Background: an optimization exercise with open tools, aiming at small area. Do not read the settings as production practice. Where RTL was checked, it was by simulation tests only, not by an equivalence proof against the original.

## top_level
module top_level (
    input clk, reset,
    input logic signed [10:0] sig_modulated_fixed_real,
    input logic signed [10:0] sig_modulated_fixed_imag,
    input logic signed [10:0] demod_Lo_real,
    input logic signed [10:0] demod_Lo_imag,
    output logic signed [61:0] sig_demod_30_real,
    output logic signed [61:0] sig_demod_30_imag
);
logic [4:0] cnt;
wire last = (cnt == 5'd29);
wire is27 = (cnt == 5'd27);
wire fold = (cnt == 5'd28);
wire sel4 = (cnt >= 5'd2) && (cnt <= 5'd23);
wire sel2 = ~sel4 & ~is27;
wire xon = ~is27;
wire odd = (cnt <= 5'd1) || ((cnt >= 5'd6) && (cnt <= 5'd19)) || (cnt == 5'd24) || (cnt == 5'd25) || (cnt == 5'd26) || last;
wire wrap22 = (sig_modulated_fixed_real == 11'h400) && (sig_modulated_fixed_imag == 11'h400)
           && (demod_Lo_real == 11'h400) && (demod_Lo_imag == 11'h400);
wire [10:0] n_sig_modulated_fixed_real = ~sig_modulated_fixed_real;
wire [10:0] n_sig_modulated_fixed_imag = ~sig_modulated_fixed_imag;
wire [10:0] n_demod_Lo_real = ~demod_Lo_real;
wire [10:0] n_demod_Lo_imag = ~demod_Lo_imag;
wire [22:0] p_re, p_im;
logic [28:0] acc_re, acc_im, out_re, out_im;
logic [22:0] nxt_re, nxt_im;
logic fresh;
wire [28:0] base_re = last ? {{5{nxt_re[22]}}, nxt_re, 1'b0} : fresh ? 29'd0 : acc_re;
wire [28:0] base_im = last ? {{5{nxt_im[22]}}, nxt_im, 1'b0} : fresh ? 29'd0 : acc_im;
wire [28:0] acc_next_re, acc_next_im, acc_nextn_re, acc_nextn_im;
wire pp1;
wire pp2;
  ...
Settings: LEC_CHECK=0, CAP_MARGIN=20, CORE_MARGIN=2, CORE_UTILIZATION=45, CTS_BUF_LIST=sky130_fd_sc_hd__clkbuf_8, GPL_TIMING_DRIVEN=1, SETUP_SLACK_MARGIN=0.1, SLEW_MARGIN=20, SYNTH_HIERARCHICAL=1, SYNTH_MINIMUM_KEEP_SIZE=0; clock period 10.0 ns.
standard.sh (not shown) runs the stock make flow with config.mk's settings and CLKGATE_MAP_FILE= SYNTH_SCRIPT=/design/flow/synth_recipe.tcl, a recipe that flattens the netlist after the stock synthesis.
==> flow/flow/run.sh <==
#!/bin/bash
# The standard layout with smaller port buffers: buffer_ports otherwise picks
# clkdlybuf4s50_1 for every port. Outputs get buf_1 (from a hook run before
# global placement), inputs buf_4.
set -euo pipefail
export PRE_GLOBAL_PLACE_TCL="$(pwd)/flow/hook_out.tcl"
export BUFFER_PORTS_ARGS="-inputs -buffer_cell sky130_fd_sc_hd__buf_4"
bash standard.sh > standard.log 2>&1
==> flow/flow/hook_out.tcl <==
# buffer the outputs with the smallest buffer; global_place.tcl then buffers the inputs
buffer_ports -outputs -buffer_cell sky130_fd_sc_hd__buf_1
The first run completed with no timing, DRC or antenna violations.
Change:
--- a/flow/config.mk
+++ b/flow/config.mk
@@ -10 +10 @@
-export CORE_UTILIZATION = 45
+export CORE_UTILIZATION = 60
=> The new run passed the timing, design-rule and antenna checks. Die area is lower by a quarter to a third. Setup slack gets better by 0.093 ns. Final area is lower slightly. Area after synthesis stays the same.
Change:
--- a/flow/flow/run.sh
+++ b/flow/flow/run.sh
@@ -4 +4 @@
-# global placement), inputs buf_4.
+# global placement), inputs buf_2.
@@ -7 +7 @@
-export BUFFER_PORTS_ARGS="-inputs -buffer_cell sky130_fd_sc_hd__buf_4"
+export BUFFER_PORTS_ARGS="-inputs -buffer_cell sky130_fd_sc_hd__buf_2"
--- a/flow/config.mk
+++ b/flow/config.mk
@@ -10 +10 @@
-export CORE_UTILIZATION = 60
+export CORE_UTILIZATION = 50
Effect: Global-route usage went down by 5.0 points; maximum frequency hardly moves.

* * *

## build 65
Another version of the RTL of top_level (not shown whole).
Size in the first run: ~0.023 mm^2 of cells after synthesis.
export LEC_CHECK = 0
export CAP_MARGIN = 20
export CORE_MARGIN = 2
export CORE_UTILIZATION = 50
export CTS_BUF_LIST = sky130_fd_sc_hd__clkbuf_8
export GPL_TIMING_DRIVEN = 0
export SETUP_SLACK_MARGIN = 0.1
export SLEW_MARGIN = 20
export SYNTH_HIERARCHICAL = 1
export SYNTH_MINIMUM_KEEP_SIZE = 0
create_clock -name core_clock -period 10.0 [get_ports {clk}]
==> flow/flow/run.sh <==
#!/bin/bash
# The standard layout with smaller port buffers: buffer_ports otherwise picks
# clkdlybuf4s50_1 for every port. Outputs get buf_1 (from a hook run before
# global placement), inputs buf_4.
set -euo pipefail
export PRE_GLOBAL_PLACE_TCL="$(pwd)/flow/hook_out.tcl"
export BUFFER_PORTS_ARGS="-inputs -buffer_cell sky130_fd_sc_hd__buf_4"
bash standard.sh > standard.log 2>&1
Scripts as last shown in full above: flow/flow/hook_out.tcl
Relative to build 65, the following input files were edited for build 12:
==> flow/flow/run.sh <==
#!/bin/bash
# The standard layout, with smaller port buffers: buffer_ports otherwise picks
# clkdlybuf4s50_1 for every port.
set -euo pipefail
export BUFFER_PORTS_ARGS="-buffer_cell sky130_fd_sc_hd__buf_2"
bash standard.sh > standard.log 2>&1
removed: flow/flow/hook_out.tcl
### Flow results
- Build 12 completed every stage of the flow, and the final layout passed the timing, design-rule and antenna checks.
- [compare] base=build 65 new=build 12: required time reported for the critical path endpoint picked up an extra 0.03 ns; met3 usage saw little to no change; clock transition time at the flip-flop clock pins of the worst setup and hold paths was more or less identical.
- Of build 12 and build 65, the run reporting the higher multi-input logic area was build 12.
- Build 12: slack of the worst reg-to-reg path 0.08 ns below build 65
- Wire length, build 12 vs build 65: up slightly
- Of build 12 and build 65, it is build 12 that has the lower smallest setup slack after layout.
- Between build 12 and build 65, the difference in overall global routing resource usage is negligible.
[inputs] build 42 vs build 12
==> flow/flow/run.sh <==
#!/bin/bash
# The standard layout with smaller port buffers: buffer_ports otherwise picks
# clkdlybuf4s50_1 for every port. Outputs get buf_1 (from a hook run before
# global placement), inputs buf_2.
set -euo pipefail
export PRE_GLOBAL_PLACE_TCL="$(pwd)/flow/hook_out.tcl"
export BUFFER_PORTS_ARGS="-inputs -buffer_cell sky130_fd_sc_hd__buf_2"
bash standard.sh > standard.log 2>&1
==> flow/flow/hook_out.tcl (new file) <==
# buffer the outputs with the smallest buffer; global_place.tcl then buffers the inputs
buffer_ports -outputs -buffer_cell sky130_fd_sc_hd__buf_1
Results
Build 12 finished end to end and its layout was clean on timing, DRC and antenna. Build 42 completed every stage of the flow, and the final layout passed the timing, design-rule and antenna checks. Delta (build 42 minus build 12): post-route worst hold slack essentially unchanged, global-route usage decreased 0.25 points, number of global-route vias before repair essentially unchanged, shortest clock period the worst path allows after layout decreased 0.083 ns.
No functional check of the RTL was part of any run of this note.

re-timing with driven ports:
The results above use ideal ports. As a check the final layouts listed here were re-extracted and re-timed, cells and wires unchanged. Step 1 sets driving cells, clkbuf_16 on the clock port and buf_2 on the other inputs (assumed; they add their load-dependent delay and slew). Step 2, shift: input delay + t, output delay - t, t = (earliest + latest rising clock arrival at the registers) / 2. This alone moves slack from input paths to output paths. Slacks: ideal ports / drivers / drivers and shift; pairs: ideal ports / drivers.
run	shift t [ns]	setup slack, ns	slew at the worst register clock pin (ns)
the first run of note 1	0.546	0.453 / 0.481 / -0.066	0.11 / 0.11
the second run of note 1	0.540	0.546 / 0.564 / 0.023	0.12 / 0.12
the third run of note 1	0.526	0.539 / 0.556 / 0.030	0.10 / 0.10
build 65	0.550	0.369 / 0.379 / -0.171	0.10 / 0.10
build 12	0.526	0.300 / 0.319 / -0.207	0.09 / 0.09
build 42	0.546	0.383 / 0.407 / -0.139	0.10 / 0.10
Met with ideal ports but missed after step 2: setup timing in the first run of note 1, build 65, build 12 and build 42. The setup slack of build 65, which loses most, moves by +0.010 ns with the drivers and by -0.540 ns with both steps.
